From an optimization exercise on the open Yosys and OpenROAD flow, aimed at small area and a short achievable clock period; shortcuts taken in it are not production practice. In this exercise RTL edits were held to simulation tests only and were not proved equivalent to the original. Power is estimated from default activity; no workload was simulated.

**flow/config.mk**
```make
export PLATFORM = sky130hd
export DESIGN_NAME = cpu5
export DESIGN_NICKNAME = cpu5
export VERILOG_FILES = /design/flow/design.v
export SDC_FILE = /design/flow/constraint.sdc
export NUM_CORES = 4
export LEC_CHECK = 0
export CAP_MARGIN = 20
export CORE_MARGIN = 2
export CORE_UTILIZATION = 30
export SETUP_SLACK_MARGIN = 1.8
export SLEW_MARGIN = 20
```
**flow/constraint.sdc**
```tcl
create_clock -name core_clock -period 6.0 [get_ports {clk}]
set_input_delay 1.2000 -clock core_clock [delete_from_list [all_inputs] [get_ports {clk}]]
set_output_delay 1.2000 -clock core_clock [all_outputs]
set_load 0.01 [all_outputs]
```
**flow/design.v**
```verilog
`timescale 1ns / 1ps
module adder32 #(parameter W = 32) (
    input  [W-1:0] a, b,
    input          ci,
    output [W-1:0] s,
    output         co
    );
    localparam L = (W > 32) ? 6 : (W > 16) ? 5 : (W > 8) ? 4 : (W > 4) ? 3 : (W > 2) ? 2 : 1;
    wire [W-1:0] p0 = a ^ b;
    wire [W-1:0] g0 = a & b;
    wire [W-1:0] g [0:L];
    wire [W-1:0] p [0:L];
    assign g[0] = {g0[W-1:1], g0[0] | (p0[0] & ci)};
    assign p[0] = p0;
    genvar k, i;
    generate
        for (k = 0; k < L; k = k + 1) begin : lvl
            for (i = 0; i < W; i = i + 1) begin : bitk
                if (i >= (1 << k)) begin : comb
                    assign g[k+1][i] = g[k][i] | (p[k][i] & g[k][i - (1 << k)]);
                    assign p[k+1][i] = p[k][i] & p[k][i - (1 << k)];
                end else begin : pass
                    assign g[k+1][i] = g[k][i];
                    assign p[k+1][i] = p[k][i];
                end
            end
        end
    endgenerate
    assign s  = p0 ^ {g[L][W-2:0], ci};
    assign co = g[L][W-1];
endmodule
`timescale 1ns / 1ps
module cpu5(
    input reset,
    input clk,
    input [31:0] ibus,
    input [31:0] databus_in,
    output [31:0] databus_out,
    output databus_oe,
    output [31:0] iaddrbus,
    output [31:0] daddrbus
    );
    reg  [31:2] pc;              
    reg  [31:1] id_sa, id_sb;    
    reg         id_hita, id_hitb;  
    reg  [31:2] id_pc4;          
    reg         id_br, id_bne;
    reg  [15:0] id_imm;
    reg  [4:0]  id_d;            
    reg         id_useimm, id_binv, id_cin;
    reg         id_arith, id_xor, id_and, id_or, id_set;
    reg         id_load, id_store;
    reg  [31:0] ex_a;            
    reg  [31:0] ex_op;           
    reg  [31:0] ex_sd;           
    reg         ex_cin;
    reg         ex_arith, ex_xor, ex_and, ex_or, ex_set;
    reg         ex_load, ex_store;
    reg  [4:0]  ex_d;
    reg  [31:0] mem_res, mem_sd;
    reg         mem_load, mem_store;
    reg  [4:0]  mem_d;
    reg  [31:0] wb_val;
    reg  [4:0]  wb_d;
    wire [31:2] pc4;
    wire        unused_c0;
    adder32 #(.W(30)) pcinc (.a(pc), .b(30'd0), .ci(1'b1), .s(pc4), .co(unused_c0));
    wire [5:0] op = ibus[31:26];
    wire [5:0] fn = ibus[5:0];
    wire [4:0] rs = ibus[25:21];
    wire [4:0] rt = ibus[20:16];
    wire [4:0] rd = ibus[15:11];
    wire is_br    = op[5];
    wire is_mem   = ~op[5] & op[4];
    wire is_load  = is_mem & ~op[0];
    wire is_store = is_mem & op[0];
    wire is_r     = ~op[3] & ~op[1] & ~op[0];
    wire [2:0] k   = is_r ? fn[2:0] : (op[4] ? 3'b011 : op[2:0]);
    wire       set = is_r & fn[5];
    wire       sub = ~set & (k == 3'b010);
    wire hita = (mem_d == rs) & (mem_d != 5'd0);
    wire hitb = (mem_d == rt) & (mem_d != 5'd0);
    always @(posedge clk) begin
        id_sa     <= hita ? 31'b0 : 32'b1 << rs >> 1;
        id_sb     <= hitb ? 31'b0 : 32'b1 << rt >> 1;
        id_hita   <= hita;
        id_hitb   <= hitb;
        id_pc4    <= pc4;
        id_br     <= is_br;
        id_bne    <= op[0];
        id_imm    <= ibus[15:0];
        id_d      <= (is_br | is_store) ? 5'd0 : (is_r ? rd : rt);
        id_useimm <= ~is_r;
        id_set    <= set;
        id_binv   <= set | sub;
        id_cin    <= sub | (set & ~fn[0]);
        id_arith  <= ~set & ~k[2] & k[1];
        id_xor    <= ~set & (k == 3'b001);
        id_and    <= ~set & (k == 3'b111);
        id_or     <= ~set & (k == 3'b100);
        id_load   <= is_load;
        id_store  <= is_store;
    end
    reg  [31:0] R [1:31];
    genvar i;
    generate
        for (i = 1; i < 32; i = i + 1) begin : regs
            wire we = (wb_d == i);
            always @(posedge clk) R[i] <= (R[i] & {32{~we}}) | (wb_val & {32{we}});
        end
    endgenerate
    reg  [31:0] ra, rb;
    integer j;
    always @(*) begin
        ra = {32{id_hita}} & wb_val;
        rb = {32{id_hitb}} & wb_val;
        for (j = 1; j < 32; j = j + 1) begin
            ra = ra | ({32{id_sa[j]}} & R[j]);
            rb = rb | ({32{id_sb[j]}} & R[j]);
        end
    end
    wire [31:0] va = ra;
    wire [31:0] vb = rb;
    wire [31:2] id_tgt;
    wire        unused_c1;
    adder32 #(.W(30)) tgtadd (.a(id_pc4), .b({{14{id_imm[15]}}, id_imm}), .ci(1'b0),
                              .s(id_tgt), .co(unused_c1));
    wire [31:2] pc_eq = (id_br & ~id_bne) ? id_tgt : pc4;
    wire [31:2] pc_ne = (id_br &  id_bne) ? id_tgt : pc4;
    wire        eq    = (va == vb);
    always @(posedge clk) begin
        if (reset)   pc <= 30'd0;
        else if (eq) pc <= pc_eq;
        else         pc <= pc_ne;
    end
    always @(posedge clk) begin
        ex_a      <= va;
        ex_op     <= (id_useimm ? {{16{id_imm[15]}}, id_imm} : vb) ^ {32{id_binv}};
        ex_sd     <= vb;
        ex_set    <= id_set;
        ex_cin    <= id_cin;
        ex_arith  <= id_arith;
        ex_xor    <= id_xor;
        ex_and    <= id_and;
        ex_or     <= id_or;
        ex_load   <= id_load;
        ex_store  <= id_store;
        ex_d      <= id_d;
    end
    wire [31:0] sum;
    wire        cout;
    adder32 #(.W(32)) alu_add (.a(ex_a), .b(ex_op), .ci(ex_cin), .s(sum), .co(cout));
    wire [31:0] res = ({32{ex_arith}} & sum)
                    | ({32{ex_xor}}   & (ex_a ^ ex_op))
                    | ({32{ex_and}}   & (ex_a & ex_op))
                    | ({32{ex_or}}    & (ex_a | ex_op))
                    | {31'b0, ex_set & ~cout};
    always @(posedge clk) begin
        mem_res   <= res;
        mem_sd    <= ex_sd;
        mem_load  <= ex_load;
        mem_store <= ex_store;
        mem_d     <= ex_d;
    end
    assign daddrbus    = mem_res;
    assign databus_out = mem_sd;
    assign databus_oe  = mem_store;
    always @(posedge clk) begin
        wb_val <= mem_load ? databus_in : mem_res;
        wb_d   <= mem_d;
    end
    assign iaddrbus = {pc, 2'b00};
endmodule
```
**flow/run.sh**
```bash
#!/bin/bash
# synth_recipe.tcl (not shown) runs the flow's synth.tcl, then flattens the netlist and writes it again
# the make line also repeats each setting of config.mk as NAME=value (left out here)
make -C /OpenROAD-flow-scripts/flow DESIGN_CONFIG=/design/flow/config.mk WORK_HOME=/design/flow/orfs CLKGATE_MAP_FILE= SYNTH_SCRIPT=/design/flow/synth_recipe.tcl finish
```
==> results of run 1 <==
[cells by family (layout without fill, tap and decap cells)]
group	count (synthesis)	in the layout	share of synthesized area, %
flip-flops	1366	1366	67.4
AO/OA/AOI/OAI	1294	1294	17.0
AND/OR/NAND/NOR	718	718	7.13
buffers and inverters	342	833	2.45
XOR/XNOR	145	145	2.30
adder cells (fa/ha/maj)	97	97	2.24
multiplexers	76	76	1.45
other	1	16	0.00678
[final cells by class]
| type | instances | share of cell area (%) |
|---|---|---|
| Sequential cell | 1366 | 55.1 |
| Timing Repair Buffer | 466 | 7.24 |
| Multi-Input combinational cell | 2332 | 25.2 |
| Tap cell | 2464 | 4.52 |
| Antenna cell | 14 | 0.0514 |
| Clock inverter | 71 | 1.30 |
| Inverter | 97 | 0.534 |
| Clock buffer | 199 | 6.06 |
[power by group through the flow]
stage	clock [W]	sequential, W	combinational [W]
after floorplan	0	0.0124	0.00135
after global placement	0	0.0127	0.00301
after detailed placement	0	0.0127	0.00304
after CTS	0.00953	0.0125	0.00310
after global routing	0.00990	0.0125	0.00353
final	0.00951	0.0125	0.00339
[cells in the final DEF (no fill, tap or decap), drive strengths merged, types with 72 or more instances in the layout]
master         count
ha                94
dfxtp            374
edfxtp           992
nor2             166
clkdlybuf4s50    160
o21ai             79
clkbuf           204
xnor2             89
nand2             88
a21oi             72
a22oi           1027
inv              107
buf              301
nand4            272
[layer usage]
metal	part of all wire (%)	routed length, um	up-vias
li1	-	-	17110
met1	34	93900	22001
met2	40	110000	5039
met3	17	48100	1508
met4	8.7	24000	18
met5	0.078	216	-
[worst max-delay path, delay by kind of cell, from the launching register on]
family | cells | cell delay (ns)
AOI/OAI and AO/OA | 2 | 0.63
and+or+nand+nor | 6 | 2.03
buffers and inverters | 3 | 0.56
muxes | 1 | 0.32
DFF | 1 | 0.32
xor gates and xnor gates | 1 | 0.22
[through the flow]
stage / total power, W / setup slack, ns / instances / utilization (%) / cell area [sq um]
4_1_cts: 0.0251 / 1.78 / 6832 / 35.9 / 65800
3_5_place_dp: 0.0157 / 1.10 / 6556 / 33.0 / 60400
3_3_place_gp: 0.0157 / 1.08 / 6555 / 32.9 / 60300
6_report: 0.0254 / 1.73 / 7009 / 37.2 / 68100
5_1_grt: 0.0259 / 1.81 / 6998 / 37.2 / 68100
2_1_floorplan: 0.0138 / 2.61 / 4040 / - / 55300
[how the worst max path moves through the flow]
| stage | depth (start not counted) | slack [ns] | endpoint |
|---|---|---|---|
| global route | 13 | 1.81 | mem_res[31]$_DFF_P_ |
| finish | 13 | 1.73 | pc[28]$_SDFF_PP0_ |
| CTS | 13 | 1.78 | pc[28]$_SDFF_PP0_ |
| floorplan | 3 | 2.61 | register |
| global placement | 12 | 1.08 | pc[30]$_SDFF_PP0_ |
| detailed placement | 12 | 1.10 | pc[30]$_SDFF_PP0_ |
[repair_timing]
action | 4_1_cts | 5_1_grt
endpoints found under the hold margin | 0 | 0
gates resized for setup | 102 | 148
pin swaps | 1 | 10
buffers inserted | 6 | 157
gates cloned | 0 | 4
endpoints found under the setup margin | 30 | 37
==> summary.md, run 1 <==
The run finished with no timing, DRC or antenna violations. The slack of the worst reg-to-reg path is 1.73 ns, and the multi-input gate area in the final layout is 17,200 sq um. The library cell contributing the largest single delay on the critical path is or4_4.

After synthesis the cells add up to 55,300 sq um. The largest single stage delay on the critical path is 0.58 ns. For the half-perimeter wire length after detailed placement, the log shows 157 mm. TritonCTS built the clock tree.

The post-synthesis cell count came out at 4,039. In the synthesized netlist the dominant register cell turns out to be edfxtp_1. The worst path in the final design needs a cycle of 4.27 ns, including I/O delays and setup. The logs give 33.9% for the global-route met1 utilization and 356 mm for the first-pass GRT wire length.

The internal portion of the total power is 0.0183 W. For this design the static power due to leakage is 22.9 nW. Combinational logic burns 13.4% of the power. In this run the mean area of a mapped cell was 13.7 sq um.

The post-synthesis sequential element count was 1,366; the height of the die was 433 um. The global routing usage on met2 was 39.5%. The number of setup violations in the final report is 0, and the top cell type's share of synthesized area is 53.9%. Of the cells placed in the final design, the portion with a size suffix greater than 1 is 16.6%.

The tool flagged a number of max-cap violations equal to 0. The count of cell types in the netlist was 64; the total DRC errors in the routed layout was 0. The detail route stage leaves a number of antenna-violating nets equal to 0. The worst setup path startpoint was id_sa[10]$_SDFF_PP0_.

The transition time at the pin with the least slew margin is 1.15 ns. After detailed routing, the average wire length per cell comes to 39.3 um. Entering global routing, the biggest net connects 34 pins. Summing all flip-flop and latch instances after layout gives 37,500 sq um. Measured along the x axis, the die boundary spans 433 um. The most common cell in the synthesized netlist is a22oi_1. The floorplan step defined a die boundary enclosing 188,000 sq um.

The logs give 183,000 sq um for the area of the core and 1,366 for the count of clock tree sinks. The tools report the largest voltage drop on the vdd net as 0.321 mV. The effective utilization at floorplan is 30.2%, and the final-report hold violation count is 0. For met3 alone, demand over resource in global routing was 12.8%. In this run switching power makes up 27.9% of total power. The total overflow left after global routing is 0. The power per cell area was 372 nW/um^2; the cell depth of the worst min-delay path was 0. The leading area contributor after synthesis was edfxtp_1.

Of the total power, the clock network draws 37.5%. In this run the critical register-to-register path is captured at pc[28]$_SDFF_PP0_. The worst min-delay path class is reg2reg. The clock-pin slew on the worst setup and hold paths was 0.06 ns. The number of port buffers was 160; the sequential cell area fraction in the yosys report was 67.4%.

For the part of the total power dissipated in sequential elements, the log shows 49.1%. The worst slew margin relative to its limit was 22.9%. After synthesis, the share of flip-flops with an asynchronous set or reset is 0%. On the final layout, the worst hold slack is 0.324 ns.

On the final layout, the worst clock skew is 0.0419 ns. The endpoint type of the worst setup path was a register. Category of the critical setup timing path: reg2reg.

The tools report the latest clock arrival within the worst-skew pair as 0.82 ns. Hold-critical path endpoint: ex_or$_DFF_P_. The number of antenna violations at the first check in global routing is 17.

Final weighted congestion of routability-driven global placement: 0.998. Clock tree synthesis inserted a total of 145 buffers. The startpoint identified for the worst register-to-register timing path is id_sa[10]$_SDFF_PP0_. After clock tree synthesis, the flow added hold-fix buffers numbering 0. The net count reported at finish was 4,571.

Fill cells in the final layout number 17,285. Global routing consumed, over all layers together, 27.6% of the routing resources. Final critical-path share of the clock period: 71.1%. Measured in cells, the most critical reg-to-reg path has a length of 13. Dividing the detail-routed via count by the number of cells gives 6.52. The maximum level of the CTS H-tree is 4, and the data required time of the worst path is 6.68 ns.

Yosys attributes the largest share of cell area to edfxtp_1, a22oi_1, dfxtp_1. The logs give 45,676 for the detailed-route via count and 234 MHz for the upper clock frequency limit. The run gives 0.00708 W as the net switching component of the power. The top-level port count was 163. The area growth from synthesis to layout is 23.3%. The tools report the clock tree root buffer cell as clkbuf_16.

The via count of the first global-routing pass is 42,057, and the clock tree buffer depth is 3. The final layout contains routed wiring with a total length of 276 mm. The run gives 0 ns as the setup TNS after final layout. After the first detailed-routing iteration, the DRC count stood at 10,277. After global routing, the most crowded layer is met2. By count the netlist is led by a22oi_1, edfxtp_1, dfxtp_1. Setup repair after global routing could not meet its margin everywhere. The synthesized design contains 992 enable-type register cells. The critical path goes through buf_6 > a22oi_1 > nand4_1 > or4_4 > xor2_1 > nor4_2 > nand4_1 > nor4_4 > mux2i_4 > buf_12 > buf_12 > nor2_1 > a22o_1. Largest driver fanout on the critical path: 32. The first detailed-routing pass ran for 14 iterations. The worst hold path begins at id_or$_DFF_P_.

The element type at the critical path start was a register. Row generation in the floorplan step produced 157 rows. For the worst setup path, the data arrival time is 4.95 ns. The logs give 0 for the number of max-slew violations in the final report and 4 for the number of warnings reported in the yosys synthesis log.
==> inputs of run 2 (changes only) <==
==> flow/flow/run.sh (new file) <==
#!/bin/bash
# Layout flow: the standard ORFS flow with two changes:
#  - clock tree synthesis runs without dummy loads (no extra load cells to
#    balance the clock buffers);
#  - the port buffers are sky130_fd_sc_hd__buf_2 cells.
# Each tool's output is kept in the ORFS logs under orfs/logs; make's own
# output goes to flow_make.log here.
set -euo pipefail
bash standard.sh \
  "CTS_ARGS=-sink_clustering_enable -repair_clock_nets -dont_use_dummy_load -sink_clustering_size 22 -sink_clustering_max_diameter 80" \
  "BUFFER_PORTS_ARGS=-inputs -outputs -buffer_cell sky130_fd_sc_hd__buf_2" \
  finish > flow_make.log 2>&1
==> flow/standard.sh (new file) <==
#!/bin/bash
# synth_recipe.tcl (not shown) runs the flow's synth.tcl, then flattens the netlist and writes it again
# the make line also repeats each setting of config.mk as NAME=value (left out here)
make -C /OpenROAD-flow-scripts/flow DESIGN_CONFIG=/design/flow/config.mk WORK_HOME=/design/flow/orfs CLKGATE_MAP_FILE= SYNTH_SCRIPT=/design/flow/synth_recipe.tcl "${@:-finish}"
--- a/flow/config.mk
+++ b/flow/config.mk
@@ -10,3 +10,4 @@
 export CORE_UTILIZATION = 30
-export SETUP_SLACK_MARGIN = 1.8
+export PLACE_DENSITY = 0.4
+export SETUP_SLACK_MARGIN = 2.2
 export SLEW_MARGIN = 20
removed: flow/run.sh
==> run 2 against run 1 <==
Still clean on timing, DRC and antenna. Sequential share of layout area grew 2.0 points. Via count down 1.1%. Synthesized cell count stayed put. Hold slack worse by 0.015 ns. Combinational power rose by 4%. Clock skew up 0.071 ns. Die area unchanged. Routed wire length is 11% higher. Largest cell class unchanged.
==> summary.md, run 2 <==
The flow ran to the end and the layout has no timing, DRC or antenna violations. Sequential cells were found to cover 67.4% of the synthesized design area. The area of the core is 183,000 sq um.

The logs give 163 for the top-level port count and 184 mm for the half-perimeter wire length after detailed placement. The tools report the number of max-cap violations as 0. For the final routed database, the setup TNS stands at 0 ns. The most common cell in the synthesized netlist is a22oi_1. The library cell used most frequently in the layout, excluding fill and tap cells, is edfxtp_1.

The final route contains 45,185 vias. The top cell type's share of synthesized area was 53.9%; the count of cell types in the netlist was 64. The number of antenna violations at the first check in global routing is 26. The number of max-slew violations in the final report was 0. Number of warnings reported in the yosys synthesis log: 4.

The clock tree buffer depth is 3. The minimum clock period after layout came out at 4.45 ns. The tools report the clock tree root buffer cell as clkbuf_16. Entering global routing, the biggest net connects 34 pins. The element type at the critical path start was a register.

The slack of the worst reg-to-reg path was 1.55 ns; the height of the die was 433 um. TritonCTS built the clock tree. In the routed layout, each cell is associated on average with a via count of 6.54.

Netlist area before placement: 55,300 sq um. The endpoint identified for the worst register-to-register timing path is pc[28]$_SDFF_PP0_. The synthesized design spends more area on one cell type than any other, namely edfxtp_1. Of the available clock period, the critical path in the final layout requires 74.2%.

The die covers 188,000 sq um. Endpoint type of the worst setup path: a register. The top cell types in the final layout, fill and taps aside, are edfxtp_1, a22oi_1, dfxtp_1. For the pin with the worst max-slew slack, the measured transition is 1.24 ns. The run gives 42,471 as the via count of the first global-routing pass. Sorting the synthesized cells by how often they occur yields a22oi_1, edfxtp_1, dfxtp_1. Across the routed clock network, the largest skew measured is 0.113 ns. Compared with the post-synthesis result, the final layout area differs by 19.0%.

Clock-pin slew was measured on the worst setup and hold paths at 0.09 ns. In this run, placement finished with an instance count of 6,604. The post-synthesis average cell area was 13.7 sq um. Hold repair after CTS inserted 0 buffers.

The cell depth of the worst flop-to-flop path is 13, and the latest clock arrival within the worst-skew pair is 0.78 ns. The final layout contains routed wiring with a total length of 307 mm. The multi-input gate area in the final layout was 17,500 sq um; the power per cell area was 333 nW/um^2. Once detail routing completed, the nets flagged for antenna violations numbered 0. For this run, the top clock speed supported by timing is 224 MHz.

For this run, design rule violations remaining after detail routing come to 0. The post-synthesis cell count is 4,039. Final weighted congestion of routability-driven global placement: 0.956.

The share of synthesized flip-flops with an asynchronous set or reset came out at 0%. In the synthesized netlist the dominant register cell turns out to be edfxtp_1. For this block, the initial DRC count from the detailed router was 9,467.

The run gives 0.219 mV as the largest voltage drop on the vdd net. Global routing finished with a remaining overflow of 0. Row generation in the floorplan step produced 157 rows.

The critical path is of the reg2reg type. The largest driver fanout on the critical path was 8; the maximum level of the CTS H-tree was 3. The number of flops mapped to enable cells by yosys was 992. The analysis attributes to cell leakage a power of 22.2 nW. Sorting the synthesized cells by area gives the leading types as edfxtp_1, a22oi_1, dfxtp_1.

Wire length per cell: 44.5 um. In this run, synthesis produced a sequential element count of 1,366. Setup violations remaining at the end of the flow were counted as 0.

The run gives 37,500 sq um as the sequential cell area in the final layout. TritonCTS created 94 clock buffers. At the end of the flow, the number of nets in the layout was 4,598. The tools report the launch instance of the worst register-to-register path as id_sb[16]$_SDFF_PP0_. For the worst setup path, the data arrival time is 5.08 ns. In this run the worst setup path begins at id_sb[16]$_SDFF_PP0_. Input and output buffers added on the ports amount to 160. Global routing used 31.7% of the available tracks. The worst min-delay path class is reg2reg. The worst slew margin relative to its limit came out at 17.1%. For this design, the sink count on the clock tree is 1,366.

Final hold analysis gives a worst-case slack of 0.308 ns. The count of fill cells added during filler insertion is 17,643. The data required time of the worst path came out at 6.62 ns.

The tools report the number of iterations in the first detailed-routing pass as 14. The final-report hold violation count came out at 0. For this configuration, the core starts out at a cell density of 30.2%. The count of cells in the finished layout, fillers not included, comes to 6,907.

In the final layout, the share of cells above drive strength 1 is 20.4%. First-pass GRT wire length: 398 mm. Setup repair after global routing could not meet its margin everywhere.

The critical path ends at pc[28]$_SDFF_PP0_. The floorplan step set the die width to 433 um.
run 2: changes by cell type in the layout (fill, tap and decap cells not counted), moves of 17 or more:
cell / delta
a22oi_1: -23
a22oi_2: +23
buf_2: +160
buf_4: +44
buf_6: +23
clkbuf_1: -33
clkbuf_16: -60
clkdlybuf4s50_1: -160
clkinv_2: -17
run 2: what timing repair did:
action | in CTS | in global routing
buffers inserted | 135 | 56
pin swaps | 27 | 19
setup endpoints to repair | 35 | 34
resized for setup | 273 | 78
gates cloned | 5 | 3
run 2: layout make-up:
cell class,instances,area share (%)
Antenna cell,10,0.0381
Timing Repair Buffer,544,7.51
Sequential cell,1366,57.1
Clock buffer,94,3.58
Tap cell,2464,4.69
Multi-Input combinational cell,2332,26.6
Inverter,97,0.554
run 2: worst min path at each step:
stage	startpoint	endpoint	slack (ns)	depth (start not counted)
floorplan	id_and$_DFF_P_	ex_and$_DFF_P_	0.31	0
global placement	ex_d[0]$_DFF_P_	mem_d[0]$_DFF_P_	0.31	0
detailed placement	id_store$_DFF_P_	ex_store$_DFF_P_	0.31	0
CTS	ex_sd[10]$_DFF_P_	mem_sd[10]$_DFF_P_	0.32	0
global route	ex_sd[10]$_DFF_P_	mem_sd[10]$_DFF_P_	0.32	0
finish	ex_sd[10]$_DFF_P_	mem_sd[10]$_DFF_P_	0.31	0
run 2: critical path: stages (launching register included):
cell	delay (ns)
dfxtp_4	0.43
buf_6	0.19
a22oi_1	0.21
nand4_1	0.14
or4_4	0.63
xor2_4	0.22
nor4_4	0.51
nand4_1	0.48
nor4_4	0.47
mux2i_4	0.38
buf_6	0.15
buf_12	0.13
nor2_1	0.07
a22o_1	0.24
run 2: logic make-up after synthesis:
family / share of synthesized area [%]
buffers and inverters: 2.45
DFF: 67.4
muxes: 1.45
xor gates and xnor gates: 2.30
other: 0.00678
and+or+nand+nor: 7.13
adders and majority gates: 2.24
AOI/OAI and AO/OA: 17.0
run 2: metal layers:
metal  up-vias  GRT usage [%]  share of wire, %
li1      17035              -                 -
met1     22663           41.3                38
met2      4263           45.5                41
met3      1184           12.5                14
met4        40           16.2               6.5
met5         -              0              0.15
run 2: stage by stage:
step           util [%]  power, W  setup WS [ns]  instance area (sq um)
2_1_floorplan         -    0.0138           2.61                  55300
3_3_place_gp       32.7    0.0158          0.613                  59900
3_5_place_dp       32.8    0.0157          0.588                  60000
4_1_cts            35.4    0.0218           1.87                  64900
5_1_grt            35.9    0.0225           1.55                  65700
6_report           35.9    0.0219           1.55                  65800
run 2: power by group:
part           total [W]  internal (W)  switching, W
Combinational    0.00354       0.00115       0.00239
Clock            0.00601       0.00276       0.00325
Sequential        0.0124        0.0115      0.000890
==> inputs of run 3 (changes only) <==
--- a/flow/flow/run.sh
+++ b/flow/flow/run.sh
@@ -9,3 +9,3 @@
 bash standard.sh \
-  "CTS_ARGS=-sink_clustering_enable -repair_clock_nets -dont_use_dummy_load -sink_clustering_size 22 -sink_clustering_max_diameter 80" \
+  "CTS_ARGS=-sink_clustering_enable -repair_clock_nets -dont_use_dummy_load -sink_clustering_size 30 -sink_clustering_max_diameter 60" \
   "BUFFER_PORTS_ARGS=-inputs -outputs -buffer_cell sky130_fd_sc_hd__buf_2" \
--- a/flow/config.mk
+++ b/flow/config.mk
@@ -11,3 +11,3 @@
 export PLACE_DENSITY = 0.4
-export SETUP_SLACK_MARGIN = 2.2
+export SETUP_SLACK_MARGIN = 1.9
 export SLEW_MARGIN = 20
==> run 3 against run 2 <==
Die area is the same. Count of clock-buffer cells in the layout grew 40. Combinational power shrank 4%. Synthesized cell count is the same. Core utilization grew 0.051 points. Power grew 5.7%. Clock power grew 23%. Global-route usage shrank 0.63 points. Via count shrank 0.73%. Critical endpoint is now pc[22]$_SDFF_PP0_. Largest power group unchanged.
==> summary.md, run 3 <==
The number of warnings reported in the yosys synthesis log was 4; the clock tree buffer depth was 3. By instance count, the leading cell after synthesis is a22oi_1. The logs give 0 ns for the setup TNS after final layout and 0.84 ns for the latest clock arrival within the worst-skew pair. Setup violations remaining at the end of the flow were counted as 0. In the routed layout, each cell is associated on average with a via count of 6.50.

The detailed-route via count is 44,855, and the post-synthesis cell count is 4,039. The height of the die was 433 um; the data arrival at the endpoint of the critical path was 4.93 ns. The wire length per cell was 43.8 um; the growth of design area from synthesis to finish was 19.1%. The final weighted congestion of routability-driven global placement is 0.956. TritonCTS built the clock tree.

The largest voltage drop on the vdd net was 0.323 mV; the final worst-path setup slack was 1.71 ns. CTS placed an instance of clkbuf_16 at the clock tree root. The tools report the setup slack after placement as 0.588 ns. For the final-report hold violation count, the log shows 0.

The tools report the data required time of the worst path as 6.64 ns. Sorting the synthesized cells by area gives the leading types as edfxtp_1, a22oi_1, dfxtp_1. Input and output buffers added on the ports amount to 160. The most common library cell in the layout ignoring fill and taps was a22oi_1. The final critical-path share of the clock period came out at 71.5%.

From left edge to right edge, the die measures 433 um. The post-synthesis average cell area works out to 13.7 sq um. For this design the static power due to leakage is 22.3 nW. The minimum clock period after layout works out to 4.29 ns. The share of synthesized flip-flops with an asynchronous set or reset is 0%.

The min-delay analysis places its worst path in the category reg2reg. Most numerous cell on the critical path: nand4_1. The count of clock tree sinks is 1,366.

Among all flip-flop cells after synthesis, the most frequent one is edfxtp_1. Detailed placement finished with a half-perimeter wire length of 184 mm. After floorplanning, the core was divided into 157 placement rows.

For the pin with the worst max-slew slack, the measured transition is 1.23 ns. The run gives 67.4% as the sequential cell area fraction in the yosys report. The signal on the critical path passes through buf_4 > a22oi_1 > nand4_1 > or4_1 > xnor2_1 > nand4_1 > nor4_4 > mux2i_4 > buf_12 > clkbuf_16 > mux2i_1 > nor2_1.

The netlist uses 64 different library cells. The logs give 134 for the TritonCTS buffer count and 4 for the maximum level of the CTS H-tree. Leading area contributor after synthesis: edfxtp_1. The pin count of the biggest net entering global routing was 34.

The worst hold path begins at id_and$_DFF_P_. Cells with a size suffix above 1 make up 19.3% of the layout. The area of the core is 183,000 sq um. For the worst slew margin relative to its limit, the log shows 18.2%. Counting flops with a built-in enable in the synthesized netlist gives 992.

The finished layout holds 6,899 standard cells, fillers aside. The first-pass GRT wire length was 391 mm. In this run the cell area of the synthesized design comes to 55,300 sq um.

Across the routed clock network, the largest skew measured is 0.0891 ns. For the via count of the first global-routing pass, the log shows 41,909. In the final design database the tool counted 4,592 nets. The endpoint type of the worst setup path was a register. The library cell contributing the largest single delay on the critical path is or4_1. Setup repair after global routing could not meet its margin everywhere.

The path with the worst hold slack has its endpoint at ex_and$_DFF_P_. Leaving out fill and tap cells, the most frequent cells in the layout are a22oi_1, edfxtp_1, dfxtp_1. The pre-antenna-repair detailed-routing pass consisted of 9 iterations. The top cell type's share of synthesized area is 53.9%, and the cell depth of the worst flop-to-flop path is 12. Ranked by instance count, the synthesized netlist is headed by a22oi_1, edfxtp_1, dfxtp_1. In this run, post-CTS hold repair placed 0 buffers. Along the worst hold path, the cell count comes to 0. The endpoint identified for the worst register-to-register timing path is pc[22]$_SDFF_PP0_. The final antenna-violating net count came out at 0.

The launch instance of the worst register-to-register path is id_sb[11]$_SDFF_PP0_. The total wirelength of the detailed-routed design was 302 mm. The worst setup path is launched from a register. Along the worst path, the maximum fanout reaches 9.

Clock-pin slew was measured on the worst setup and hold paths at 0.08 ns. The tool flagged a number of max-cap violations equal to 0. The number of max-slew violations in the final report is 0, and the post-synthesis sequential element count is 1,366.

The setup path with the least slack is of type reg2reg. The die footprint is 188,000 sq um, and the power per cell area is 352 nW/um^2. The number of placed instances, taps included, is 6,604. For the hold slack, the log shows 0.301 ns. Derived from the worst setup path, the maximum achievable clock frequency is 233 MHz. The number of antenna violations at the first check in global routing was 19. Across every metal layer, demand over resource in global routing totals 31.1%. The worst register-to-register path has a setup slack of 1.71 ns.

The global route total overflow came out at 0. For this block, the initial DRC count from the detailed router was 9,348. The total DRC errors in the routed layout was 0. On the worst path, the slowest cell contributes a delay of 0.83 ns. Pin placement for this block handled 163 I/O pins.

The effective utilization at floorplan was 30.2%. The run finished with no timing, DRC or antenna violations.
[run 3: final cells by class]
cell class / count / area [sq um]
fill: 17624 / 117000
timing repair buffer: 498 / 4290
multi-input combinational: 2332 / 17200
sequential: 1366 / 37500
clock buffer: 134 / 3350
tap: 2464 / 3080
antenna: 8 / 20.0
inverter: 97 / 364
[run 3: per-stage QoR]
step	instance area, sq um	total power [W]	util (%)
after floorplan	55300	0.0138	-
after global placement	59900	0.0158	32.7
after detailed placement	60000	0.0157	32.8
after CTS	63600	0.0231	34.8
after global routing	65800	0.0239	36.0
final	65900	0.0232	36.0
[run 3: logic make-up after synthesis]
| family | after synthesis | synth area share [%] |
|---|---|---|
| flip-flops | 1366 | 67.4 |
| AO/OA/AOI/OAI | 1294 | 17.0 |
| AND/OR/NAND/NOR | 718 | 7.13 |
| buffers and inverters | 342 | 2.45 |
| XOR/XNOR | 145 | 2.30 |
| adder cells (fa/ha/maj) | 97 | 2.24 |
| multiplexers | 76 | 1.45 |
| other | 1 | 0.00678 |
[run 3: worst max path at each step]
stage	slack [ns]	cells after the start	start	to
final	1.71	12	id_sb[11]$_SDFF_PP0_	pc[22]$_SDFF_PP0_
after global routing	1.75	13	id_hita$_DFF_P_	pc[3]$_SDFF_PP0_
after CTS	1.46	12	id_sb[13]$_SDFF_PP0_	pc[28]$_SDFF_PP0_
after detailed placement	0.59	12	id_sb[6]$_SDFF_PP0_	pc[29]$_SDFF_PP0_
after global placement	0.61	12	id_sb[6]$_SDFF_PP0_	pc[29]$_SDFF_PP0_
after floorplan	2.61	3	wb_d[1]$_DFF_P_	register
[run 3: critical path: cells and delay by family, from the launching register on]
family / cells / cell delay (ns)
and+or+nand+nor: 5 / 1.89
DFF: 1 / 0.46
buffers and inverters: 3 / 0.62
muxes: 2 / 0.56
AOI/OAI and AO/OA: 1 / 0.21
xor gates and xnor gates: 1 / 0.33
[run 3: repair_timing]
item                                    in CTS  in global routing
endpoints found under the setup margin      33                 33
cloned                                       0                  3
resized for setup                           72                197
buffers inserted                             4                146
pin swaps                                    4                 24
[run 3: layer usage]
layer | up-vias | share of wire, % | track usage, %
met5 | - | 0.072 | 0.0260
met4 | 20 | 6.3 | 14.4
met3 | 1180 | 14 | 11.3
met2 | 4242 | 41 | 45.2
met1 | 22393 | 38 | 41.1
li1 | 17020 | - | -
[run 3: power breakdown]
part / switching (W) / internal [W]
Sequential: 0.000905 / 0.0115
Combinational: 0.00230 / 0.00109
Clock: 0.00348 / 0.00391
==> inputs of run 4 (changes only) <==
--- a/flow/flow/run.sh
+++ b/flow/flow/run.sh
@@ -9,3 +9,3 @@
 bash standard.sh \
-  "CTS_ARGS=-sink_clustering_enable -repair_clock_nets -dont_use_dummy_load -sink_clustering_size 30 -sink_clustering_max_diameter 60" \
+  "CTS_ARGS=-sink_clustering_enable -repair_clock_nets -dont_use_dummy_load -sink_clustering_size 26 -sink_clustering_max_diameter 80" \
   "BUFFER_PORTS_ARGS=-inputs -outputs -buffer_cell sky130_fd_sc_hd__buf_2" \
==> run 4 against run 3 <==
Power decreased by 5.9%. Routed wire length increased by 1.2%. Sequential cell count unchanged.
==> summary.md, run 4 <==
The tools report the hold-critical path endpoint as mem_sd[10]$_DFF_P_. The per-cell via count in the routed design was 6.53; the post-route non-filler standard cell count was 6,876. For this design, the slowest cell found on the critical path is or4_4. The count of nets left with antenna violations once routing finished came out at 0. Setup repair after global routing could not meet its margin everywhere.

Walking the worst path, the cells encountered are buf_12 > a22oi_1 > nand4_1 > or4_4 > xor2_2 > nor4_4 > nand4_1 > nor4_4 > mux2i_4 > buf_6 > buf_12 > mux2i_1 > nor2_1. Routability-driven placement finished with a final weighted congestion of 0.956. The endpoint identified for the worst register-to-register timing path is pc[22]$_SDFF_PP0_. For this run, design rule violations remaining after detail routing come to 0. The library cell used most frequently in the layout, excluding fill and tap cells, is a22oi_1.

In the post-synthesis netlist, the cell with the most instances is a22oi_1. The number of antenna violations at the first check in global routing was 18; the fraction of final layout cells sized beyond drive strength 1 was 19.3%. In the layout the commonest cells are a22oi_1, edfxtp_1, dfxtp_1.

Setup violations remaining at the end of the flow were counted as 0. Number of port buffers: 160. Summed over all instances, the cell type with the most area after synthesis is edfxtp_1. The first global-routing pass estimated 397 mm of wire.

Synthesis handed over a netlist of 4,039 instances. The via count of the first global-routing pass came out at 42,342. For the total wirelength of the detailed-routed design, the log shows 306 mm. The clock tree root buffer cell was clkbuf_16. For the effective utilization at floorplan, the log shows 30.2%. The synthesized netlist contains 64 unique library cells. Setup total negative slack on the finished layout was measured at 0 ns. After the first detailed-routing iteration, the DRC count stood at 9,413. Counting I/O delays and the setup requirement, the final critical path takes 4.27 ns. In this run the power density over the cells is 335 nW/um^2. Worst min-delay path class: reg2reg. Counting cells, the worst reg-to-reg path comes to 13. The tools report the data required time of the worst path as 6.59 ns.

The tools report the launch point of the worst hold path as ex_sd[10]$_DFF_P_. The logs give 3 for the clock tree buffer depth and 157 for the number of rows in the core area. In this run the number of H-tree levels came out at 3.

The die footprint was 188,000 sq um; the die extent in x was 433 um. The prevailing post-synth register cell was edfxtp_1. Counting the fill cells in the layout gives 17,697. The cell depth of the worst min-delay path works out to 0.

TritonCTS built the clock tree. For this design the top-level I/O count stands at 163. The setup path with the least slack is of type reg2reg.

The logs give 37,500 sq um for the sequential cell area in the final layout and 0 for the post-cts hold buffer count. The flow ran to the end and the layout has no timing, DRC or antenna violations. The number of placed instances, taps included, is 6,604. The number of iterations in the first detailed-routing pass is 11, and the largest voltage drop on the vdd net is 0.210 mV. For the leakage power of the design, the log shows 21.9 nW.

In the final layout, the multi-input gates occupy 17,400 sq um. The post-layout utilization of the core came out at 35.6%. The number of warnings reported in the yosys synthesis log is 4, and the slack of the worst reg-to-reg path is 1.73 ns. Once detailed placement completed, the half-perimeter wirelength came to 184 mm.

For this run the aggregate overflow at the end of global routing stands at 0. Timing would allow up to 234 MHz. For the sequential cell area fraction in the yosys report, the log shows 67.4%.

In this run the cell area of the synthesized design comes to 55,300 sq um. The area of the core is 183,000 sq um. For the pin with the worst max-slew slack, the measured transition is 1.25 ns. The number of flops mapped to enable cells by yosys was 992; the count of clock tree sinks was 1,366.

In this run the biggest area consumer among cell types represents 53.9% of the synthesized area. Number of max-cap violations: 0. Sorting the synthesized cells by area gives the leading types as edfxtp_1, a22oi_1, dfxtp_1.

After clock tree synthesis, the clock-pin slew on the worst setup and hold paths is 0.09 ns. The TritonCTS buffer count is 92, and the worst-case clock skew is 0.111 ns. STA classifies the critical path startpoint as a register. The pin count of the biggest net entering global routing is 34, and the latest clock arrival within the worst-skew pair is 0.79 ns. Dividing the final minimum period by the clock period gives 71.2%. The routed layout has 44,904 vias.

The maximum cell stage delay along the critical path was 0.57 ns. The growth of design area from synthesis to finish is 17.9%. Global routing used 31.7% of the available tracks across all layers. For this run, the post-layout net count is 4,568.

The final-report hold violation count came out at 0. By count the netlist is led by a22oi_1, edfxtp_1, dfxtp_1. The worst pin sits at a relative slew slack of 16.5%. The post-synthesis sequential element count was 1,366; the wire length per cell was 44.5 um. Along the worst path, the maximum fanout reaches 14. Endpoint type of the worst setup path: a register. The launch instance of the worst register-to-register path was id_sb[10]$_SDFF_PP0_. The logs give 0 for the number of max-slew violations in the final report and 4.87 ns for the data arrival at the endpoint of the critical path.

A synthesized cell averages 13.7 sq um. For this run, asynchronously set or reset flops after synthesis account for 0%. The height of the die works out to 433 um.
[run 4: cell counts after synthesis]
No cell type changed its count.
[run 4: timing repair]
item	CTS	global route
gates cloned	3	2
buffers inserted	136	30
pin swaps	10	18
gates resized for setup	239	58
endpoints found under the setup margin	33	33
[run 4: area by class of cell]
cell class	instances	share of cell area, %
Antenna cell	9	0.0346
Clock buffer	92	3.53
Inverter	97	0.559
Multi-Input combinational cell	2332	26.6
Sequential cell	1366	57.6
Tap cell	2464	4.73
Timing Repair Buffer	516	6.93
[run 4: worst max-delay path, delay by kind of cell (launching register included)]
family / cells / cell delay, ns
AND/OR/NAND/NOR: 6 / 2.13
multiplexers: 2 / 0.60
buffers and inverters: 3 / 0.49
flip-flops: 1 / 0.42
AO/OA/AOI/OAI: 1 / 0.21
XOR/XNOR: 1 / 0.21
[run 4: power breakdown]
group	switching, W	internal [W]	leakage, nW	total [W]
combinational	0.00237	0.00113	8.60	0.00350
clock	0.00325	0.00271	1.13	0.00595
sequential	0.000888	0.0115	12.2	0.0124
total	0.00650	0.0153	21.9	0.0218
[run 4: metrics by stage]
stage                     area, sq um  total power, W  worst slack [ns]  hold WS (ns)
final                           65200          0.0218              1.73         0.303
after global routing            65100          0.0225              1.74         0.312
after detailed placement        60000          0.0157             0.588         0.312
after global placement          59900          0.0158             0.613         0.310
after floorplan                 55300          0.0138              2.61         0.310
after CTS                       64600          0.0217              1.79         0.313
[run 4: how the worst max path moves through the flow]
stage,from,endpoint,slack (ns),cells after the start
6_report,id_sb[10]$_SDFF_PP0_,pc[22]$_SDFF_PP0_,1.73,13
5_1_grt,id_sa[16]$_SDFF_PP0_,pc[18]$_SDFF_PP0_,1.74,14
4_1_cts,id_sb[11]$_SDFF_PP0_,pc[28]$_SDFF_PP0_,1.79,13
3_5_place_dp,id_sb[6]$_SDFF_PP0_,pc[29]$_SDFF_PP0_,0.59,12
3_3_place_gp,id_sb[6]$_SDFF_PP0_,pc[29]$_SDFF_PP0_,0.61,12
2_1_floorplan,wb_d[1]$_DFF_P_,register,2.61,3
[run 4: layer usage]
layer,up-vias,share of wire (%),GRT usage [%]
met5,-,0.043,0.208
met4,16,6.4,16.7
met3,1104,14,11.9
met2,4143,41,45.3
met1,22680,39,41.4
li1,16961,-,-
[run 4: kinds of logic (layout without fill, tap and decap cells)]
family,Yosys count,count (layout),share of synthesized area [%]
buffers and inverters,342,705,2.45
AOI/OAI and AO/OA,1294,1294,17.0
adders and majority gates,97,97,2.24
xor gates and xnor gates,145,145,2.30
and+or+nand+nor,718,718,7.13
muxes,76,76,1.45
other,1,11,0.00678
DFF,1366,1366,67.4
==> inputs of run 5 (changes only) <==
--- a/flow/flow/run.sh
+++ b/flow/flow/run.sh
@@ -9,3 +9,3 @@
 bash standard.sh \
-  "CTS_ARGS=-sink_clustering_enable -repair_clock_nets -dont_use_dummy_load -sink_clustering_size 26 -sink_clustering_max_diameter 80" \
+  "CTS_ARGS=-sink_clustering_enable -repair_clock_nets -dont_use_dummy_load -sink_clustering_size 30 -sink_clustering_max_diameter 90" \
   "BUFFER_PORTS_ARGS=-inputs -outputs -buffer_cell sky130_fd_sc_hd__buf_2" \
==> run 5 against run 4 <==
Sequential cell count unchanged. Non-clock buffer count increased by 12. Clock skew is 0.040 ns lower. Critical path depth grew 1. Count of clock-buffer cells in the layout fell by 15. Largest cell class unchanged.
==> summary.md, run 5 <==
163 I/O pins were placed. The final critical-path share of the clock period was 71.5%; the post-synthesis average cell area was 13.7 sq um. The transition time at the pin with the least slew margin was 1.18 ns. In this run the cell area of the synthesized design comes to 55,300 sq um. The data required time of the worst path was 6.59 ns; the final antenna-violating net count was 0. Library cell contributing the largest single delay on the critical path: or4_4.

The total overflow left after global routing is 0. In this design, the stage delay of the slowest critical-path cell is 0.65 ns. The logs give 60,000 sq um for the total placed instance area and 0 for the number of max-slew violations in the final report. The die extent in x was 433 um. By startpoint and endpoint, the worst setup path is classified as reg2reg.

TritonCTS built the clock tree. Measured along the y axis, the die boundary spans 433 um. Summing internal, switching and leakage power gives 0.0213 W. In the synthesized netlist the async set-or-reset flop fraction comes to 0%. Counting every sink on the clock net gives 1,366. The tools report the worst-case clock skew as 0.0705 ns. In this run the tool buffered the top-level ports with 160 buffer cells.

Clock tree root buffer cell: clkbuf_16. The growth of design area from synthesis to finish is 17.6%, and the global-route total usage across every layer is 31.9%. Traced cell by cell, the critical path runs through buf_6 > a22oi_1 > nand4_1 > or4_4 > xor2_4 > nor4_4 > nand4_1 > nor4_4 > mux2i_4 > buf_12 > buf_4 > buf_12 > mux2i_1 > nor2_1. For this run, the number of Yosys warnings is 4. The tools report the number of max-cap violations as 0. For this run, design rule violations remaining after detail routing come to 0. In this run the worst hold path is classified as reg2reg. Data arrival at the endpoint of the critical path: 4.88 ns.

The top cell types in the final layout, fill and taps aside, are a22oi_1, edfxtp_1, dfxtp_1. The fraction of final layout cells sized beyond drive strength 1 is 19.3%, and the initial DRC count is 9,397. Along the worst path, the maximum fanout reaches 15. Sequential elements use 67.4% of the synthesized area. The summed area of non-filler cells in the final layout is 65,000 sq um, and the number of antenna violations at the first check in global routing is 26. The synthesized netlist contains 64 unique library cells. For this configuration, the core starts out at a cell density of 30.2%. Entering global routing, the biggest net connects 34 pins. In this run the core area contains 157 standard-cell rows.

The worst setup path is captured at a register. The run gives 77 as the TritonCTS buffer count. The multi-input gate area in the final layout was 17,400 sq um; the number of flops mapped to enable cells by yosys was 992. The endpoint identified for the worst register-to-register timing path is pc[22]$_SDFF_PP0_. Using the TritonRoute via totals, the vias-per-cell ratio works out to 6.57. For the clock tree buffer depth, the log shows 3. The cell with the most instances after synthesis is a22oi_1. Setup repair after global routing could not meet its margin everywhere.

The run finished with no timing, DRC or antenna violations. Detailed routing inserted a total of 45,171 vias. In the final routed layout, each cell accounts on average for 44.6 um. The synthesized design contains 1,366 register bits. At the end of routability-driven placement, the weighted congestion stood at 0.956. The logs give 21.1% for the worst slew margin relative to its limit and 37,500 sq um for the sequential cell area in the final layout.

The die covers 188,000 sq um. For the half-perimeter wire length after detailed placement, the log shows 184 mm. Leading area contributor after synthesis: edfxtp_1.

The power per cell area works out to 328 nW/um^2. Static timing analysis puts the maximum clock frequency at 233 MHz. Summed over all failing endpoints, the final setup total negative slack is 0 ns. Sorting the synthesized cells by how often they occur yields a22oi_1, edfxtp_1, dfxtp_1. The prevailing post-synth register cell was edfxtp_1. After layout, the minimum clock period comes to 4.29 ns. In this run the standard cell core region covers 183,000 sq um.

Excluding fillers, the count of instances in the completed layout stands at 6,875. The via count of the first global-routing pass was 42,696. After filler insertion, the fill cell instance count of the layout stands at 17,677.

Net count reported at finish: 4,565. The number of cells on the worst reg-to-reg path is 14. In this run the register-to-register setup slack is 1.71 ns.

STA classifies the critical path startpoint as a register. The leakage power of the design was 21.8 nW. The logs give 0 for the final-report hold violation count and 4,039 for the post-synthesis cell count. The maximum level of the CTS H-tree is 3. The pre-antenna-repair detailed-routing pass consisted of 15 iterations. Clock-pin slew was measured on the worst setup and hold paths at 0.09 ns.

The top cell type's share of synthesized area came out at 53.9%. The end point of the critical path is pc[22]$_SDFF_PP0_. Tracing the worst setup path back leads to its startpoint at id_sa[28]$_SDFF_PP0_. The tools report the launch instance of the worst register-to-register path as id_sa[28]$_SDFF_PP0_. The hold slack came out at 0.316 ns. Yosys attributes the largest share of cell area to edfxtp_1, a22oi_1, dfxtp_1.

The number of cells in the design after placement is 6,604, and the latest clock arrival within the worst-skew pair is 0.76 ns. The number of setup violations in the final report is 0. The first global-routing pass estimated 399 mm of wire. After detailed routing, the total wire length is 307 mm.

The largest voltage drop on the vdd net is 0.222 mV. Most common library cell in the layout ignoring fill and taps: a22oi_1.
-- run 5: cell counts after synthesis --
Identical to the previous run, type by type.
-- run 5: where the power goes --
part | total (W) | internal, W | switching, W | leakage [nW]
Clock | 0.00545 | 0.00229 | 0.00316 | 0.949
Sequential | 0.0123 | 0.0115 | 0.000865 | 12.2
Combinational | 0.00353 | 0.00115 | 0.00238 | 8.69
-- run 5: worst min path at each step --
| stage | startpoint | endpoint | slack (ns) | cells past startpoint |
|---|---|---|---|---|
| 6_report | ex_sd[10]$_DFF_P_ | mem_sd[10]$_DFF_P_ | 0.32 | 0 |
| 5_1_grt | ex_sd[10]$_DFF_P_ | mem_sd[10]$_DFF_P_ | 0.32 | 0 |
| 4_1_cts | ex_sd[10]$_DFF_P_ | mem_sd[10]$_DFF_P_ | 0.32 | 0 |
| 3_5_place_dp | id_store$_DFF_P_ | ex_store$_DFF_P_ | 0.31 | 0 |
| 3_3_place_gp | ex_d[0]$_DFF_P_ | mem_d[0]$_DFF_P_ | 0.31 | 0 |
| 2_1_floorplan | id_and$_DFF_P_ | ex_and$_DFF_P_ | 0.31 | 0 |
-- run 5: kinds of logic (layout without fill, tap and decap cells) --
kind of cell / count (synthesis) / after routing / synth area share, %
multiplexers: 76 / 76 / 1.45
other: 1 / 13 / 0.00678
flip-flops: 1366 / 1366 / 67.4
AO/OA/AOI/OAI: 1294 / 1294 / 17.0
adder cells (fa/ha/maj): 97 / 97 / 2.24
AND/OR/NAND/NOR: 718 / 718 / 7.13
buffers and inverters: 342 / 702 / 2.45
XOR/XNOR: 145 / 145 / 2.30
-- run 5: critical path: cells and delay by family, from the launching register on --
family	cells	cell delay, ns
simple gates	6	2.06
buf+inv	4	0.61
mux	2	0.52
flops	1	0.38
compound gates	1	0.25
xor+xnor	1	0.25
-- run 5: final cells by class --
type                       count  share of cell area [%]
antenna                       11                  0.0423
clock buffer                  77                    2.96
inverter                      97                   0.560
multi-input combinational   2332                    26.8
sequential                  1366                    57.7
tap                         2464                    4.74
timing repair buffer         528                    7.18
-- run 5: what timing repair did --
item,CTS,global route
pin swaps,37,13
hold buffers,0,0
endpoints found under the setup margin,33,33
cloned,5,0
resized for setup,308,15
buffers inserted,174,3
-- run 5: through the flow --
step | utilization (%) | setup WS (ns)
finish | 35.5 | 1.71
global route | 35.5 | 1.72
CTS | 35.4 | 1.82
detailed placement | 32.8 | 0.588
global placement | 32.7 | 0.613
floorplan | - | 2.61
-- run 5: per-layer routing --
metal | vias up | routed length, um | GRT usage (%)
li1 | 16949 | - | -
met1 | 22725 | 118000 | 41.2
met2 | 4239 | 125000 | 45.5
met3 | 1238 | 42900 | 12.5
met4 | 20 | 20900 | 17.1
met5 | - | 327 | 1.22
==> inputs of run 6 (changes only) <==
--- a/flow/config.mk
+++ b/flow/config.mk
@@ -11,3 +11,3 @@
 export PLACE_DENSITY = 0.4
-export SETUP_SLACK_MARGIN = 1.9
+export SETUP_SLACK_MARGIN = 1.5
 export SLEW_MARGIN = 20
==> run 6 against run 5 <==
Clock skew increased by 0.0053 ns. Critical path type unchanged. Largest power group unchanged. Largest cell class unchanged. Synthesized area stayed put. Synthesized cell count unchanged. Worst setup slack worse by 0.26 ns. Critical endpoint is now pc[6]$_SDFF_PP0_.
==> summary.md, run 6 <==
At the worst endpoint, the required time is 6.59 ns. The number of hold buffers added after CTS was 0. At the pin with the least slew margin, the transition time is 1.22 ns. Buffers placed on the I/O ports in this run total 160. The number of max-cap violations is 0, and the number of iterations in the first detailed-routing pass is 12. The number of warnings reported in the yosys synthesis log was 4.

Prevailing post-synth register cell: edfxtp_1. The H-tree was split into 3 levels. In this run the biggest area consumer among cell types represents 53.9% of the synthesized area. Via count of the first global-routing pass: 41,626. The tools report the worst slew margin relative to its limit as 18.6%.

The library cell contributing the largest single delay on the critical path was or4_4. For the setup slack after placement, the log shows 0.588 ns. In this run, distinct cell masters in the synthesized netlist total 64.

The number of setup violations in the final report is 0, and the count of clock tree sinks is 1,366. Post-synthesis sequential element count: 1,366. TritonCTS built the clock tree. The number of flops mapped to enable cells by yosys was 992; the minimum clock period after layout was 4.55 ns. The run gives 34 as the pin count of the biggest net entering global routing. After synthesis, the share of flip-flops with an asynchronous set or reset is 0%. The post-synthesis average cell area works out to 13.7 sq um. On the final layout, the worst clock skew is 0.0759 ns. The tools report the number of max-slew violations in the final report as 0. The worst setup path is of the reg2reg kind. For this run, the top clock speed supported by timing is 220 MHz. Across all register-to-register paths, the minimum setup slack is 1.45 ns. The setup TNS after final layout came out at 0 ns. In this run the critical register-to-register path is launched from id_sb[27]$_SDFF_PP0_. The first routing iteration left 9,264 violations.

The post-synthesis cell count is 4,039. Data on the critical path arrives at its endpoint at 5.14 ns. For the final weighted congestion of routability-driven global placement, the log shows 0.956.

In this run, CTS created clock tree buffers numbering 77. The first global-routing pass estimated 391 mm of wire. The run gives 44,412 as the detailed-route via count. Leading area contributor after synthesis: edfxtp_1.

In the routed layout, each cell is associated on average with a via count of 6.59. The floorplan step defined a die boundary enclosing 188,000 sq um. Sorting the synthesized cells by how often they occur yields a22oi_1, edfxtp_1, dfxtp_1. Counting along the longest clock path gives a buffer depth of 3. In the layout the commonest cells are a22oi_1, edfxtp_1, dfxtp_1.

Half-perimeter wire length after detailed placement: 184 mm. The element type at the critical path start is a register. For this run, the post-layout net count is 4,431. The min-delay analysis places its worst path in the category reg2reg. Of the synthesized area, sequential elements account for 67.4%. Setup repair after global routing left no endpoint under its margin. Sorting the synthesized cells by area gives the leading types as edfxtp_1, a22oi_1, dfxtp_1. The cell with the most instances after synthesis was a22oi_1. The most common library cell in the layout ignoring fill and taps was a22oi_1. The tools report the worst reg2reg path endpoint as pc[6]$_SDFF_PP0_. The logs give 0 for the global route total overflow and 0 for the final-report hold violation count.

The number of cells on the worst reg-to-reg path is 13. The run gives 0 as the final antenna-violating net count. The most critical setup path has its startpoint at id_sb[27]$_SDFF_PP0_. In the routed design, unresolved DRC markers number 0.

The tools report the end point of the critical path as pc[6]$_SDFF_PP0_. Dividing the detail-routed wire length by the instance count gives 44.5 um. The number of rows in the core area was 157. The run finished with no timing, DRC or antenna violations.

The growth of design area from synthesis to finish was 13.7%; the final worst-path setup slack was 1.45 ns. The clock reaches the later pin of the worst-skew pair after 0.76 ns. For this run, the slowest stage of the critical path takes 0.66 ns. Clock tree root buffer cell: clkbuf_16. In this run the power density over the cells is 336 nW/um^2. The floorplan step defined a core boundary enclosing 183,000 sq um. Clock-pin slew on the worst setup and hold paths: 0.11 ns. Walking the worst path, the cells encountered are buf_4 > a22oi_1 > nand4_1 > or4_4 > xor2_1 > nor4_4 > nand4_1 > nor4_4 > mux2i_4 > buf_12 > buf_16 > mux2i_1 > nor2_1. The height of the die was 433 um. Along the worst path, the maximum fanout reaches 15. The leakage power of the design is 20.9 nW, and the final critical-path share of the clock period is 75.9%.

For this block, the routed nets add up to 300 mm of wire. The tools report the top-level port count as 163. The die extent in x came out at 433 um.

The number of antenna violations at the first check in global routing is 22. For this configuration, the core starts out at a cell density of 30.2%. The global-route total usage across every layer was 31.1%; the largest voltage drop on the vdd net was 0.220 mV. After synthesis the cells add up to 55,300 sq um. In the final layout, the share of cells above drive strength 1 is 15.3%. STA classifies the critical path endpoint as a register.
==> run 6: cell types whose count changed in the layout (fill, tap and decap cells not counted), sizes merged <==
cell,change
buf,-132
diode,+1
bufbuf,-2
==> run 6: power by group <==
| part | switching (W) | internal, W |
|---|---|---|
| sequential | 0.000911 | 0.0115 |
| clock | 0.00315 | 0.00229 |
| combinational | 0.00227 | 0.00103 |
| total | 0.00633 | 0.0148 |
==> run 6: cells by family after synthesis <==
kind of cell    synth area share [%]
flops                           67.4
xor+xnor                        2.30
other cells                  0.00678
fa+ha+maj                       2.24
buf+inv                         2.45
simple gates                    7.13
mux                             1.45
compound gates                  17.0
==> run 6: layout make-up <==
class                           instances  area, sq um
Fill cell                           17815       120000
Inverter                               97          364
Clock buffer                           77         1930
Multi-Input combinational cell       2332        17000
Timing Repair Buffer                  394         2970
Tap cell                             2464         3080
Sequential cell                      1366        37500
Antenna cell                           12         30.0
==> run 6: how the worst min path moves through the flow <==
stage / start / endpoint / depth (start not counted)
3_3_place_gp: ex_d[0]$_DFF_P_ / mem_d[0]$_DFF_P_ / 0
5_1_grt: ex_sd[10]$_DFF_P_ / mem_sd[10]$_DFF_P_ / 0
4_1_cts: ex_sd[10]$_DFF_P_ / mem_sd[10]$_DFF_P_ / 0
3_5_place_dp: id_store$_DFF_P_ / ex_store$_DFF_P_ / 0
6_report: ex_sd[10]$_DFF_P_ / mem_sd[10]$_DFF_P_ / 0
2_1_floorplan: id_and$_DFF_P_ / ex_and$_DFF_P_ / 0
==> run 6: repair_timing <==
| item | in CTS | in global routing |
|---|---|---|
| gates cloned | 1 | 0 |
| hold endpoints to repair | 0 | 0 |
| setup buffers | 30 | 17 |
| pin swaps | 4 | 5 |
| setup endpoints to repair | 30 | 32 |
| resized for setup | 113 | 10 |
==> run 6: metal layers <==
metal / global-route usage (%) / vias to the layer above / routed length, um
met5: 0.104 / - / 164
met4: 15.1 / 16 / 18300
met3: 11.1 / 1095 / 40200
met2: 45.1 / 4177 / 124000
met1: 41.0 / 22442 / 117000
li1: - / 16682 / -
==> run 6: per-stage QoR <==
| step | hold WS [ns] | std cells | total power, W | util, % | instance area, sq um |
|---|---|---|---|---|---|
| floorplan | 0.310 | 4040 | 0.0138 | - | 55300 |
| global placement | 0.310 | 6600 | 0.0158 | 32.7 | 59900 |
| detailed placement | 0.312 | 6604 | 0.0157 | 32.8 | 60000 |
| CTS | 0.322 | 6712 | 0.0211 | 34.2 | 62600 |
| global route | 0.324 | 6732 | 0.0218 | 34.3 | 62800 |
| finish | 0.312 | 6742 | 0.0211 | 34.3 | 62900 |
==> run 6: critical path: cells and delay by family, from the launching register on <==
kind / cells / cell delay, ns
flops: 1 / 0.52
buf+inv: 3 / 0.64
compound gates: 1 / 0.19
mux: 2 / 0.56
xor+xnor: 1 / 0.30
simple gates: 6 / 2.15
==> inputs of run 7 (changes only) <==
--- a/flow/config.mk
+++ b/flow/config.mk
@@ -11,3 +11,3 @@
 export PLACE_DENSITY = 0.4
-export SETUP_SLACK_MARGIN = 1.5
+export SETUP_SLACK_MARGIN = 2.4
 export SLEW_MARGIN = 20
==> run 7 against run 6 <==
Critical endpoint is now pc[28]$_SDFF_PP0_. Routed wire length increased by 1.7%. Design area grew 2.8%. Sequential cell count is the same.
==> summary.md, run 7 <==
The clock passes through at most 3 buffers. Power per cell area: 329 nW/um^2. The tools report the upper clock frequency limit as 231 MHz. Pin placement for this block handled 163 I/O pins.

Fraction of final layout cells sized beyond drive strength 1: 18.9%. The final worst-path setup slack is 1.68 ns, and the number of antenna violations at the first check in global routing is 20. The number of setup violations in the final report was 0.

Leading area contributor after synthesis: edfxtp_1. Setup repair after global routing could not meet its margin everywhere. The initial utilization of the core area, before any placement, comes to 30.2%.

The post-synthesis sequential element count was 1,366; the transition time at the pin with the least slew margin was 1.23 ns. The post-synthesis average cell area is 13.7 sq um. Post-synthesis cell count: 4,039. The xor/xnor share of the synthesized area is 2.30%, and the initial DRC count is 9,511. The tools report the met3 usage as 12.0%. The cell depth of the worst flop-to-flop path is 12, and the final-report hold violation count is 0. The congestion estimate from routability-driven global placement came to 0.956. Along the worst path, the maximum fanout reaches 15. At the worst endpoint, the arrival time is 4.94 ns. The height of the die came out at 433 um. The finished layout holds 6,851 standard cells, fillers aside. The tools report the detailed-route via count as 44,913.

In the global route stage, met1 resource usage came out at 41.2%. The most common library cell in the layout ignoring fill and taps is a22oi_1. After clock tree synthesis, the clock-pin slew on the worst setup and hold paths is 0.11 ns.

The via count of the first global-routing pass was 42,339. The flow ran to the end and the layout has no timing, DRC or antenna violations. The TritonCTS buffer count is 77. The number of warnings reported in the yosys synthesis log was 4.

The global-route total usage across every layer is 31.6%. The tools report the endpoint type of the worst setup path as a register. The library cell contributing the largest single delay on the critical path is or4_4. The worst min-delay path class is reg2reg. The clock tree root buffer cell was clkbuf_16.

For the final antenna-violating net count, the log shows 0. After synthesis, the largest family of logic cells by area is compound AO/OA/AOI/OAI gates. The logs give 12 for the number of iterations in the first detailed-routing pass and 45.6% for the global routing usage on met2. The final layout contains routed wiring with a total length of 305 mm. Compared with the post-synthesis result, the final layout area differs by 17.0%.

STA puts the critical path data required time at 6.61 ns. Max-cap violations in this run came to 0. The cell with the most instances after synthesis is a22oi_1.

The die is 433 um wide. The die covers 188,000 sq um. By count the netlist is led by a22oi_1, edfxtp_1, dfxtp_1. TritonCTS built the clock tree.

The final critical-path share of the clock period came out at 72.1%. The prevailing post-synth register cell was edfxtp_1. For the number of rows in the core area, the log shows 157.

Number of flops mapped to enable cells by yosys: 992. The number of cells in the design after placement came out at 6,604. The run gives 1,366 as the count of clock tree sinks. The tools report the number of max-slew violations in the final report as 0. Summing the areas of all compound-gate instances in the mapped netlist gives 17.0% of the synthesized area.

The tools report the total DRC errors in the routed layout as 0. After Yosys synthesis, and, or, nand and nor cells account for 7.13% of the synthesized area. The cell depth of the worst min-delay path came out at 0. For flop-to-flop paths, the worst setup slack is 1.68 ns. In this run the critical register-to-register path is captured at pc[28]$_SDFF_PP0_. The worst pin sits at a relative slew slack of 18.2%. The cell area that synthesis handed to floorplanning was 55,300 sq um. The maximum level of the CTS H-tree was 3; the net count reported at finish was 4,541.

The setup TNS after final layout is 0 ns. In the layout the commonest cells are a22oi_1, edfxtp_1, dfxtp_1. The setup slack after placement is 0.588 ns.

The tools report the element type at the critical path start as a register. The top cell type's share of synthesized area came out at 53.9%. Dividing the detail-routed wire length by the instance count gives 44.6 um. The proportion of synthesized area in mux cells was 1.45%.

Leakage power of the design: 21.6 nW. By area the synthesized netlist is led by edfxtp_1, a22oi_1, dfxtp_1. The smallest clock period supported by the final layout is computed as 4.32 ns. For hold timing, the worst endpoint is mem_sd[10]$_DFF_P_.

Counting flops with an async set or reset pin after synthesis yields a share of 0%. The per-cell via count in the routed design is 6.56, and the half-perimeter wire length after detailed placement is 184 mm. Sequential cells were found to cover 67.4% of the synthesized design area. The floorplan step defined a core boundary enclosing 183,000 sq um. Measured on the finished design, the core utilization comes to 35.3%.

Global routing finished with a remaining overflow of 0. The worst-case clock skew was 0.0746 ns. For the count of fill cells added during filler insertion, the log shows 17,715. For the worst-skew pair, the clock arrives at the later sink with an insertion delay of 0.77 ns. The startpoint identified for the worst hold timing path is ex_sd[10]$_DFF_P_. The number of different library cells used by synthesis comes to 64. Of the total synthesized cell area, the portion taken by full adders, half adders and majority gates is 2.24%. Walking the worst path, the cells encountered are buf_12 > a22oi_2 > nand4_1 > or4_4 > xor2_4 > nor4_4 > nand4_1 > nor4_4 > mux2i_4 > buf_12 > nor2_1 > a22o_1.

In this run the most used layer during global routing was met2. The tools report the largest voltage drop on the vdd net as 0.229 mV. In this run the tool buffered the top-level ports with 160 buffer cells.

The critical path is of the reg2reg type. For the pin count of the biggest net entering global routing, the log shows 34. The maximum cell stage delay along the critical path works out to 0.66 ns.

The launch instance of the worst register-to-register path was id_sa[26]$_SDFF_PP0_. The first global-routing pass estimated 397 mm of wire.
## run 7: cell counts after synthesis
Identical to the previous run, type by type.
## run 7: repair_timing
item	in CTS	in global routing
hold buffers	0	0
cloned	1	3
pin swaps	19	21
gates resized for setup	226	77
setup endpoints to repair	39	35
setup buffers	133	21
## run 7: per-layer routing
layer	part of all wire (%)	wire length [um]
met3	14	43000
met4	6.3	19300
met2	41	126000
met5	0.077	236
met1	38	117000
## run 7: worst max-delay path by stage
stage	startpoint	cells after the start	slack (ns)	to
finish	id_sa[26]$_SDFF_PP0_	12	1.68	pc[28]$_SDFF_PP0_
global route	id_sb[12]$_SDFF_PP0_	13	1.78	pc[18]$_SDFF_PP0_
CTS	id_sb[21]$_SDFF_PP0_	14	1.82	pc[10]$_SDFF_PP0_
detailed placement	id_sb[6]$_SDFF_PP0_	12	0.59	pc[29]$_SDFF_PP0_
global placement	id_sb[6]$_SDFF_PP0_	12	0.61	pc[29]$_SDFF_PP0_
floorplan	wb_d[1]$_DFF_P_	3	2.61	register
## run 7: power breakdown
part | leakage (nW) | switching [W] | internal, W | total, W
Sequential | 12.2 | 0.000885 | 0.0115 | 0.0124
Clock | 0.949 | 0.00314 | 0.00229 | 0.00543
Combinational | 8.51 | 0.00237 | 0.00112 | 0.00349
Total | 21.6 | 0.00639 | 0.0149 | 0.0213
## run 7: critical path, delay by kind of cell, from the launching register on
kind                      cells  cell delay [ns]
and+or+nand+nor               6             2.19
AOI/OAI and AO/OA             2             0.48
DFF                           1             0.45
xor gates and xnor gates      1             0.25
muxes                         1             0.36
buffers and inverters         2             0.40
## run 7: cell type report
class	instances	area, sq um	share of cell area, %
Timing Repair Buffer	504	4340	6.71
Antenna cell	11	27.5	0.0426
Clock buffer	77	1930	2.98
Multi-Input combinational cell	2332	17400	26.9
Inverter	97	368	0.569
Tap cell	2464	3080	4.77
Sequential cell	1366	37500	58.1
## run 7: metrics by stage
| stage | area, sq um | hold WS [ns] | total power (W) |
|---|---|---|---|
| floorplan | 55300 | 0.310 | 0.0138 |
| global placement | 59900 | 0.310 | 0.0158 |
| detailed placement | 60000 | 0.312 | 0.0157 |
| CTS | 64000 | 0.322 | 0.0212 |
| global route | 64600 | 0.324 | 0.0219 |
| finish | 64700 | 0.315 | 0.0213 |
## run 7: kinds of logic after synthesis
| family | after synthesis |
|---|---|
| flip-flops | 1366 |
| AND/OR/NAND/NOR | 718 |
| XOR/XNOR | 145 |
| adder cells (fa/ha/maj) | 97 |
| multiplexers | 76 |
| buffers and inverters | 342 |
| other | 1 |
| AO/OA/AOI/OAI | 1294 |

## re-timing with driven ports
No port has a modelled driver above. Below, the same layouts with a new extraction and two added sets of constraints.
Step 1: set_driving_cell puts a clkbuf_16 on clk and a buf_2 on each other input, an assumption about the parent block.
Step 2 also shifts input and output timing later by t, the mid clock arrival at the registers, as if the neighbouring blocks saw the same clock.
Slacks: ideal ports / drivers / drivers and shift; pairs: ideal ports / drivers.
run | t, ns | setup WS [ns] | hold WS [ns] | clock arrival spread, ns | cell pins on the clock port's net
run 1 | 0.887 | 1.732 / 1.732 / 1.732 | 0.324 / 0.324 / 0.324 | 0.043 / 0.042 | 1
run 2 | 0.811 | 1.545 / 1.545 / 1.545 | 0.308 / 0.308 / 0.308 | 0.116 / 0.115 | 1
run 3 | 0.889 | 1.709 / 1.709 / 1.643 | 0.301 / 0.301 / 0.301 | 0.093 / 0.093 | 1
run 4 | 0.829 | 1.725 / 1.725 / 1.636 | 0.303 / 0.303 / 0.303 | 0.117 / 0.116 | 1
run 5 | 0.815 | 1.707 / 1.707 / 1.707 | 0.316 / 0.316 / 0.316 | 0.075 / 0.076 | 1
run 6 | 0.808 | 1.446 / 1.446 / 1.446 | 0.312 / 0.312 / 0.312 | 0.077 / 0.077 | 1
run 7 | 0.828 | 1.675 / 1.675 / 1.675 | 0.315 / 0.315 / 0.315 | 0.075 / 0.075 | 1
After both steps every run listed still meets setup and hold. The setup slack of run 4, which loses most, moves by 0.000 ns with the drivers and by -0.089 ns with both steps.
